Source: an optimization exercise on an open RTL-to-GDS flow (aim: small area). Production flows keep margins and buffers that such runs may drop.
Only the layout flow was run in this run; the RTL was not checked for function there.

===== flow/design.v =====
package neural_compressor_pkg;
    parameter int DATA_WIDTH = 32;         
    typedef struct packed {
        logic [15:0] sample_count;
        logic [15:0] spike_count;
        logic [7:0]  compression_ratio;
        logic        overflow;
    } compress_stats_t;
endpackage
import neural_compressor_pkg::*;
module fixed_point_filter
(
    input  logic                    clk,
    input  logic                    rst_n,
    input  logic [DATA_WIDTH-1:0]   data_in,
    input  logic                    valid_in,
    output logic                    ready_out,
    output logic [DATA_WIDTH-1:0]   data_out,
    output logic                    valid_out,
    input  logic                    ready_in
);
    logic [3:0] cnt;
    logic       fresh;     
    logic [31:0] xr;       
    logic [10:0] hx;       
    logic [13:0] hf;       
    logic [31:0] yr;       
    logic [31:0] s1, s2, s3, s4;  
    wire idle  = (cnt == 4'd0);
    wire outc  = (cnt == 4'd11);
    wire last  = outc & ~valid_out;
    wire shy   = (~idle & ~outc) | last;
    wire shs   = ((cnt >= 4'd4) & ~outc) | last;
    wire clrh  = idle | outc;
    wire c4    = (cnt == 4'd4);
    assign ready_out = idle;
    assign data_out  = yr;
    always_ff @(posedge clk or negedge rst_n) begin
        if (!rst_n) begin
            cnt       <= 4'd0;
            valid_out <= 1'b0;
            fresh     <= 1'b1;
        end else begin
            valid_out <= outc;
            if (last) fresh <= 1'b0;
            if (idle) begin
                if (valid_in) cnt <= 4'd1;
            end else if (outc) begin
                if (ready_in) cnt <= 4'd0;
            end else begin
                cnt <= cnt + 4'd1;
            end
        end
    end
    wire [3:0] xs  = idle ? data_in[3:0] : xr[7:4];
    wire [3:0] hdx = idle ? 4'd0 : xr[3:0];
    wire [18:0] wx = {xs, hdx, hx};
    wire [7:0] yg  = fresh ? 8'd0 : yr[7:0];
    wire [3:0] fs  = clrh ? yg[3:0] : yg[7:4];
    wire [3:0] hdf = idle ? 4'd0 : yg[3:0];
    wire [21:0] wf = {fs, hdf, hf};
    logic [2:0] c_p0;
    wire  [2:0] ci_p0 = idle ? 3'd5 : c_p0;
    wire  [6:0] z_p0 = {3'd0, ~wx[18:15]} + {3'd0, ~wx[16:13]} + {3'd0, ~wx[14:11]} + {3'd0, ~wx[11:8]} + {3'd0, ~wx[9:6]} + {3'd0, wx[6:3]} + {4'd0, ci_p0};
    wire  [3:0] d_p0 = z_p0[3:0];
    logic [2:0] c_p2;
    wire  [2:0] ci_p2 = idle ? 3'd5 : c_p2;
    wire  [6:0] z_p2 = {3'd0, wx[17:14]} + {3'd0, ~wx[15:12]} + {3'd0, ~wx[13:10]} + {3'd0, wx[11:8]} + {3'd0, wx[9:6]} + {3'd0, ~wx[7:4]} + {3'd0, ~wx[5:2]} + {3'd0, ~wx[3:0]} + {4'd0, ci_p2};
    wire  [3:0] d_p2 = z_p2[3:0];
    logic [2:0] c_g1;
    wire  [2:0] ci_g1 = idle ? 3'd5 : c_g1;
    wire  [6:0] z_g1 = {3'd0, ~wf[19:16]} + {3'd0, ~wf[16:13]} + {3'd0, ~wf[14:11]} + {3'd0, wf[9:6]} + {3'd0, ~wf[6:3]} + {3'd0, ~wf[4:1]} + {4'd0, ci_g1};
    wire  [3:0] d_g1 = z_g1[3:0];
    logic [2:0] c_g2;
    wire  [2:0] ci_g2 = idle ? 3'd3 : c_g2;
    wire  [6:0] z_g2 = {3'd0, wf[20:17]} + {3'd0, wf[17:14]} + {3'd0, wf[15:12]} + {3'd0, ~wf[10:7]} + {3'd0, ~wf[7:4]} + {3'd0, ~wf[5:2]} + {3'd0, wf[3:0]} + {4'd0, ci_g2};
    wire  [3:0] d_g2 = z_g2[3:0];
    logic [3:0] c_g3;
    wire  [3:0] ci_g3 = idle ? 4'd4 : c_g3;
    wire  [7:0] z_g3 = {4'd0, wf[21:18]} + {4'd0, ~wf[19:16]} + {4'd0, wf[17:14]} + {4'd0, ~wf[15:12]} + {4'd0, wf[13:10]} + {4'd0, ~wf[11:8]} + {4'd0, wf[9:6]} + {4'd0, wf[7:4]} + {4'd0, ~wf[4:1]} + {4'd0, ci_g3};
    wire  [3:0] d_g3 = z_g3[3:0];
    logic [2:0] c_g4;
    wire  [2:0] ci_g4 = idle ? 3'd3 : c_g4;
    wire  [6:0] z_g4 = {3'd0, wf[21:18]} + {3'd0, ~wf[17:14]} + {3'd0, ~wf[14:11]} + {3'd0, ~wf[12:9]} + {3'd0, wf[7:4]} + {4'd0, ci_g4};
    wire  [3:0] d_g4 = z_g4[3:0];
    wire [3:0] a1g = fresh ? 4'd0 : s1[3:0];
    wire [3:0] a2g = fresh ? 4'd0 : s2[3:0];
    wire [3:0] a3g = fresh ? 4'd0 : s3[3:0];
    wire [3:0] a4g = fresh ? 4'd0 : s4[3:0];
    logic [0:0] c_sy;
    wire  [0:0] ci_sy = c4 ? 1'd0 : c_sy;
    wire  [4:0] z_sy = {1'd0, a1g} + {1'd0, d_p0} + {4'd0, ci_sy};
    logic [0:0] c_t1;
    wire  [0:0] ci_t1 = c4 ? 1'd1 : c_t1;
    wire  [4:0] z_t1 = {1'd0, a2g} + {1'd0, ~d_g1} + {4'd0, ci_t1};
    logic [1:0] c_t2;
    wire  [1:0] ci_t2 = c4 ? 2'd1 : c_t2;
    wire  [5:0] z_t2 = {2'd0, a3g} + {2'd0, d_p2} + {2'd0, ~d_g2} + {4'd0, ci_t2};
    logic [0:0] c_t3;
    wire  [0:0] ci_t3 = c4 ? 1'd1 : c_t3;
    wire  [4:0] z_t3 = {1'd0, a4g} + {1'd0, ~d_g3} + {4'd0, ci_t3};
    logic [0:0] c_t4;
    wire  [0:0] ci_t4 = c4 ? 1'd1 : c_t4;
    wire  [4:0] z_t4 = {1'd0, d_p0} + {1'd0, ~d_g4} + {4'd0, ci_t4};
    always_ff @(posedge clk) begin
        xr <= idle ? data_in : {{4{xr[31]}}, xr[31:4]};
        hx <= clrh ? 11'd0 : {xr[3:0], hx[10:4]};
        hf <= clrh ? 14'd0 : {yg[3:0], hf[13:4]};
        c_p0 <= z_p0[6:4];
        c_p2 <= z_p2[6:4];
        c_g1 <= z_g1[6:4];
        c_g2 <= z_g2[6:4];
        c_g3 <= z_g3[7:4];
        c_g4 <= z_g4[6:4];
        c_sy <= z_sy[4:4];
        c_t1 <= z_t1[4:4];
        c_t2 <= z_t2[5:4];
        c_t3 <= z_t3[4:4];
        c_t4 <= z_t4[4:4];
        if (shy) yr <= {(cnt <= 4'd3) ? {4{yr[31]}} : z_sy[3:0], yr[31:4]};
        if (shs) begin
            s1 <= {z_t1[3:0], s1[31:4]};
            s2 <= {z_t2[3:0], s2[31:4]};
            s3 <= {z_t3[3:0], s3[31:4]};
            s4 <= {z_t4[3:0], s4[31:4]};
        end
    end
endmodule
import neural_compressor_pkg::*;
module spike_detector
(
    input  logic                    clk,
    input  logic                    rst_n,
    input  logic [DATA_WIDTH-1:0]   data_in,
    input  logic                    valid_in,
    output logic                    spike_detected,
    output logic                    valid_out,
    input  logic                    ready_in,
    input  logic [DATA_WIDTH-1:0]   threshold,
    output logic [15:0]             spike_count
);
    logic [4:0] wcnt;
    logic       window_full;
    logic       spike_flag;
    logic [3:0] refractory_counter;
    wire take = valid_in & ready_in;
    wire        neg = data_in[DATA_WIDTH-1];
    wire [31:0] mag = data_in ^ {32{neg}};
    wire [32:0] cmp = {1'b0, mag} + {1'b0, ~threshold} + {32'd0, neg};
    wire threshold_exceeded = cmp[32];
    always_ff @(posedge clk or negedge rst_n) begin
        if (!rst_n) begin
            wcnt <= '0;
            window_full <= '0;
            spike_count <= '0;
            spike_flag <= '0;
            refractory_counter <= '0;
            spike_detected <= '0;
            valid_out <= '0;
        end else begin
            valid_out <= take | (valid_out & valid_in & ~ready_in);
            if (take) begin
                spike_detected <= spike_flag;
                if (!window_full) begin
                    wcnt <= wcnt + 5'd1;
                    window_full <= (wcnt == 5'd31);
                end
                if (refractory_counter != 4'd0) begin
                    refractory_counter <= refractory_counter - 4'd1;
                    spike_flag <= 1'b0;
                end else if (threshold_exceeded && window_full) begin
                    spike_flag <= 1'b1;
                    spike_count <= spike_count + 16'd1;
                    refractory_counter <= 4'd8;
                end else begin
                    spike_flag <= 1'b0;
                end
            end else begin
                spike_flag <= 1'b0;
            end
        end
    end
endmodule
import neural_compressor_pkg::*;
module delta_compressor
(
    input  logic                    clk,
    input  logic                    rst_n,
    input  logic [DATA_WIDTH-1:0]   data_in,
    input  logic                    spike_in,
    input  logic                    valid_in,
    input  logic                    ready_in,
    output logic [DATA_WIDTH-1:0]   compressed_out,
    output logic [1:0]              packet_type,   
    output logic                    valid_out,
    output neural_compressor_pkg::compress_stats_t stats
);
    logic [DATA_WIDTH-1:0] prev_value;
    logic first_sample;
    logic [15:0] sample_cnt, spike_cnt;
    logic ratio_set;
    wire take = valid_in & ready_in;
    wire raw  = spike_in | first_sample;
    always_ff @(posedge clk) begin
        if (take) prev_value <= data_in;
    end
    always_ff @(posedge clk or negedge rst_n) begin
        if (!rst_n) begin
            compressed_out <= '0;
            packet_type <= '0;
            valid_out <= '0;
            first_sample <= '1;
            sample_cnt <= '0;
            spike_cnt <= '0;
            ratio_set <= '0;
        end else begin
            valid_out <= take;
            ratio_set <= 1'b1;
            sample_cnt <= sample_cnt + {15'd0, valid_out};
            spike_cnt <= spike_cnt + {15'd0, valid_out & packet_type[1] & ~packet_type[0]};
            if (take) begin
                compressed_out <= raw ? data_in : data_in - prev_value;
                packet_type <= {raw, ~spike_in & first_sample};
                first_sample <= 1'b0;
            end
        end
    end
    assign stats.sample_count = sample_cnt;
    assign stats.spike_count = spike_cnt;
    assign stats.compression_ratio = {1'b0, ratio_set, ratio_set, 2'b00, ratio_set, 2'b00};
    assign stats.overflow = 1'b0;
endmodule
import neural_compressor_pkg::*;
module neural_compressor_top
(
    input  logic        clk,
    input  logic        rst_n,
    input  logic [DATA_WIDTH-1:0]   s_axis_tdata,
    input  logic                    s_axis_tvalid,
    output logic                    s_axis_tready,
    input  logic                    s_axis_tlast,
    output logic [DATA_WIDTH-1:0]   m_axis_tdata,
    output logic [1:0]              m_axis_tuser,   
    output logic                    m_axis_tvalid,
    input  logic                    m_axis_tready,
    output logic                    m_axis_tlast,
    input  logic [DATA_WIDTH-1:0]   cfg_threshold,
    input  logic                    cfg_enable,
    output neural_compressor_pkg::compress_stats_t         stats,
    output logic [15:0]             spike_count
);
    logic [DATA_WIDTH-1:0] filtered_data;
    logic filtered_valid;
    logic spike_detected;
    logic detected_valid;
    fixed_point_filter u_filter (
        .clk        (clk),
        .rst_n      (rst_n),
        .data_in    (s_axis_tdata),
        .valid_in   (s_axis_tvalid && cfg_enable),
        .ready_out  (s_axis_tready),
        .data_out   (filtered_data),
        .valid_out  (filtered_valid),
        .ready_in   (m_axis_tready)
    );
    spike_detector u_detector (
        .clk            (clk),
        .rst_n          (rst_n),
        .data_in        (filtered_data),
        .valid_in       (filtered_valid),
        .spike_detected (spike_detected),
        .valid_out      (detected_valid),
        .ready_in       (m_axis_tready),
        .threshold      (cfg_threshold),
        .spike_count    (spike_count)
    );
    delta_compressor u_compressor (
        .clk            (clk),
        .rst_n          (rst_n),
        .data_in        (filtered_data),
        .spike_in       (spike_detected),
        .valid_in       (detected_valid),
        .ready_in       (m_axis_tready),
        .compressed_out (m_axis_tdata),
        .packet_type    (m_axis_tuser),
        .valid_out      (m_axis_tvalid),
        .stats          (stats)
    );
    logic tlast_pending;
    always_ff @(posedge clk or negedge rst_n) begin
        if (!rst_n) begin
            tlast_pending <= '0;
            m_axis_tlast <= '0;
        end else begin
            if (s_axis_tvalid && s_axis_tready && s_axis_tlast)
                tlast_pending <= '1;
            if (m_axis_tvalid && m_axis_tready && tlast_pending) begin
                m_axis_tlast <= '1;
                tlast_pending <= '0;
            end else begin
                m_axis_tlast <= '0;
            end
        end
    end
endmodule

===== flow/constraint.sdc =====
create_clock -name core_clock -period 120.0 [get_ports {clk}]
set_input_delay 24.0000 -clock core_clock [delete_from_list [all_inputs] [get_ports {clk}]]
set_output_delay 24.0000 -clock core_clock [all_outputs]
set_load 0.01 [all_outputs]

===== flow/config.mk =====
export PLATFORM = sky130hd
export DESIGN_NAME = neural_compressor_top
export DESIGN_NICKNAME = neural_compressor_top
export VERILOG_FILES = /design/flow/design.v
export SDC_FILE = /design/flow/constraint.sdc
export NUM_CORES = 8
export LEC_CHECK = 0
export CAP_MARGIN = 20
export CORE_MARGIN = 2
export CORE_UTILIZATION = 40
export SLEW_MARGIN = 20

===== flow/run.sh =====
#!/bin/bash
# synth_recipe.tcl (not shown) runs the flow's synth.tcl, then flattens the netlist and writes it again
# the make line also repeats each setting of config.mk as NAME=value (left out here)
make -C /OpenROAD-flow-scripts/flow DESIGN_CONFIG=/design/flow/config.mk WORK_HOME=/design/flow/orfs CLKGATE_MAP_FILE= SYNTH_SCRIPT=/design/flow/synth_recipe.tcl finish

==> run summary <==
-- registers in the layout (all words and copies together) (netlist names), 3 cells and up --
| register | cells |
|---|---|
| u_filter.yr | 32 |
| u_filter.c_p0 | 3 |
| u_detector.wcnt | 5 |
| u_filter.hf | 14 |
| u_filter.c_g1 | 3 |
| u_filter.hx | 11 |
| u_detector.spike_count | 16 |
| u_filter.s4 | 32 |
| u_compressor.spike_cnt | 16 |
| u_filter.cnt | 4 |
| u_filter.s1 | 32 |
| u_filter.c_g2 | 3 |
| u_filter.c_g4 | 3 |
| u_compressor.compressed_out | 32 |
| u_filter.xr | 32 |
| u_filter.c_g3 | 4 |
| u_filter.s2 | 32 |
| u_filter.s3 | 32 |
| u_detector.refractory_counter | 4 |
| u_compressor.prev_value | 32 |
| u_filter.c_p2 | 3 |
| u_compressor.sample_cnt | 16 |
-- layout make-up --
class / count / area, µm² / share of cell area, %
flip-flops and latches: 380 / 10100 / 40.9
clock inverters: 18 / 193 / 0.783
well taps: 680 / 851 / 3.46
inverters: 249 / 935 / 3.80
multi-input cells: 1149 / 9690 / 39.4
clock buffers: 59 / 1210 / 4.90
repair buffers: 166 / 1660 / 6.73
-- stage by stage --
stage | cells | util (%) | instance area [µm²]
after floorplan | 1824 | - | 20900
after global placement | 2623 | 45.1 | 23200
after detailed placement | 2624 | 45.1 | 23200
after CTS | 2701 | 47.9 | 24600
after global routing | 2701 | 47.9 | 24600
final | 2701 | 47.9 | 24600
-- final timing paths --
kind                                       from                              to  slack, ns  cells past startpoint
worst min register to register  u_filter.s4[28]                 u_filter.s4[24]       0.41                      0
worst min-delay path            u_filter.s4[28]                 u_filter.s4[24]       0.41                      0
worst max register to register  u_filter.cnt[3]                u_filter.c_t2[1]     112.64                     27
max in group asynchronous                 rst_n                   tlast_pending      95.33                      2
min in group asynchronous                 rst_n  u_compressor.compressed_out[5]      23.44                      1
worst max-delay path            s_axis_tdata[0]                u_filter.c_t2[1]      90.45                     24
-- layer usage --
layer,up-vias,track usage (%)
li1,6381,-
met1,6418,22.9
met2,244,27.2
met3,65,3.10
met4,0,4.43
met5,-,0
-- kinds of logic (layout without fill, tap and decap cells) --
logic type	count (synthesis)	after routing	synth area share [%]
buffers and inverters	295	492	5.48
AOI/OAI and AO/OA	274	274	8.33
muxes	7	7	0.360
xor gates and xnor gates	144	144	6.04
and+or+nand+nor	420	420	9.14
other	2	7	0.0360
DFF	380	380	48.3
adders and majority gates	297	297	22.3
-- critical path, cell delays in order --
cell and delay (ns):
clkdlybuf4s50_1 0.40, mux2i_1 0.49, ha_1 0.37, inv_1 0.06, a21oi_1 0.06, nor2_1 0.09
nor2_1 0.06, xnor2_1 0.13, fa_1 0.50, inv_1 0.06, fa_1 0.53, inv_1 0.06
fa_1 0.54, inv_1 0.06, fa_1 0.53, fa_1 0.56, inv_1 0.04, ha_1 0.30
xnor2_1 0.14, ha_1 0.29, ha_1 0.33, nor2b_1 0.14, o21ai_0 0.20, nand2b_1 0.08
-- cell usage in the layout (no fill, tap or decap), types with 23 or more instances in the layout --
cell type | synthesis | layout
inv_1 | 249 | 247
a21o_1 | 58 | 58
fa_1 | 126 | 126
edfxtp_1 | 193 | 193
dfxtp_1 | 81 | 81
ha_1 | 171 | 171
xor2_1 | 66 | 66
nor2b_1 | 23 | 23
clkbuf_16 | 0 | 43
nand2b_1 | 26 | 26
dfrtp_1 | 104 | 104
nand2_1 | 183 | 182
nor2_1 | 100 | 100
clkdlybuf4s50_1 | 0 | 156
xnor2_1 | 78 | 78
o21ai_0 | 55 | 55
a21oi_1 | 92 | 91
==> flow_metrics.env <==
export IMPL_status="complete, no violations"
export IMPL_area_growth_pct=17.9
export IMPL_die_y_um=232
export IMPL_worst_pin_slew_ns=0.998
export IMPL_hold_path_class="reg2reg"
export IMPL_synthDistinctLibCells=64
export IMPL_fin_skew_ns=0.0154
export IMPL_period_share_pct=24.6
export IMPL_hold_violations=0
export IMPL_drtIter0Drc=681
export IMPL_htree_levels=2
export IMPL_layout_setup_ws_ns=90.45
export IMPL_topRoutingLayerUsed="met4"
export IMPL_async_flop_share_pct=27.9
export IMPL_syn_area_per_cell_um2=11.5
export IMPL_met1_length_um=19900
export IMPL_via_per_inst=4.85
export IMPL_maxSlewHeadroom_pct=33.2
export IMPL_maxSlewViolCount=0
export IMPL_cp_required_ns=120.46
export IMPL_path_clk_slew_ns=0.06
export IMPL_nets=2355
export IMPL_layout_drive_gt1_share_pct=5.20
export IMPL_overflow=0
export IMPL_antenna_left=0
export IMPL_post_cts_buffers=0
export IMPL_route_met2_wl_um=20500
export IMPL_synth_edf_count=193
export IMPL_grt_antenna_before_repair=2
export IMPL_postCtsHoldBufs=0
export IMPL_dr_wl_met3_um=1880
export IMPL_hold_slack_ns=0.412
export IMPL_min_period_ns=29.55
export IMPL_synthCells=1819
export IMPL_fmax_ghz=0.0338
export IMPL_crit_type="in2reg"
export IMPL_arrival_ns=30.01
export IMPL_worst_setup_path_start_kind="input pin"
export IMPL_clk_latency_ns=0.57
export IMPL_cts_tree="done"
export IMPL_synth_most_common_cell="inv_1"
export IMPL_wirelength_um=43200
export IMPL_grt_max_degree=75
export IMPL_cts_sinks=380
export IMPL_first_pass_iters=5
export IMPL_cts_buffers=42
export IMPL_track_usage_pct=16.7
export IMPL_drc_errors=0
export IMPL_num_vias=13100
export IMPL_start_util_pct=40.6
export IMPL_synth_common_cells="249 x inv_1, 193 x edfxtp_1, 183 x nand2_1, 171 x ha_1, 126 x fa_1"
export IMPL_grt_pass1_wl_um=71500
export IMPL_yosysWarningCount=4
export IMPL_die_w_um=232
export IMPL_grt_pass1_vias=13600
export IMPL_max_cap_violations=0
export IMPL_ys_seq_elements=380
export IMPL_synth_area_leader_cell="edfxtp_1"
export IMPL_synth_top_cells_by_area="edfxtp_1 28%, dfrtp_1 12%, fa_1 12%"
export IMPL_ys_flop_type="edfxtp_1"
export IMPL_dp_hpwl_um=32400
export IMPL_setup_tns_ns=0
export IMPL_synth_top_area_share_pct=27.8
export IMPL_clock_path_buffers=3
export IMPL_core_um2=51400
export IMPL_endpoint_kind="flop"
export IMPL_ios=164
export IMPL_cts_root_buf="clkbuf_16"
export IMPL_synth_seq_area_share_pct=48.3
export IMPL_portBuffers=157
export IMPL_synth_area_um2=20900
export IMPL_num_antenna_cells=0
export IMPL_rsz0062_at_grt="no"
export IMPL_rows=83
export IMPL_cp_max_fo=5
export IMPL_dp_slack_ns=89.86
export IMPL_die_area_um2=54000
export IMPL_fillCellCount=4677
export IMPL_setup_viol=0
export IMPL_place_gp_congestion=0.860
export IMPL_cts_resized=0
export IMPL_wire_per_inst_um=16.0

-- afterwards: timing with drivers on the ports --
No port has a modelled driver above. Below, the same layout with a new extraction and two added sets of constraints. Step 1: set_driving_cell puts a clkbuf_16 on clk and a buf_2 on each other input, an assumption about the parent block. Step 2, shift: input delay + t, output delay - t, t = (earliest + latest rising clock arrival at the registers) / 2. This alone moves slack from input paths to output paths. a / b / c = no drivers / after step 1 / after step 2; a / b = the first two.
t, ns: 0.623
setup WS [ns]: 90.445 / 90.472 / 89.849
worst setup path at the end: input to register
After both steps setup and hold are still met in this run. For this run, drivers alone change the setup slack by +0.027 ns; drivers and shift together by -0.596 ns.
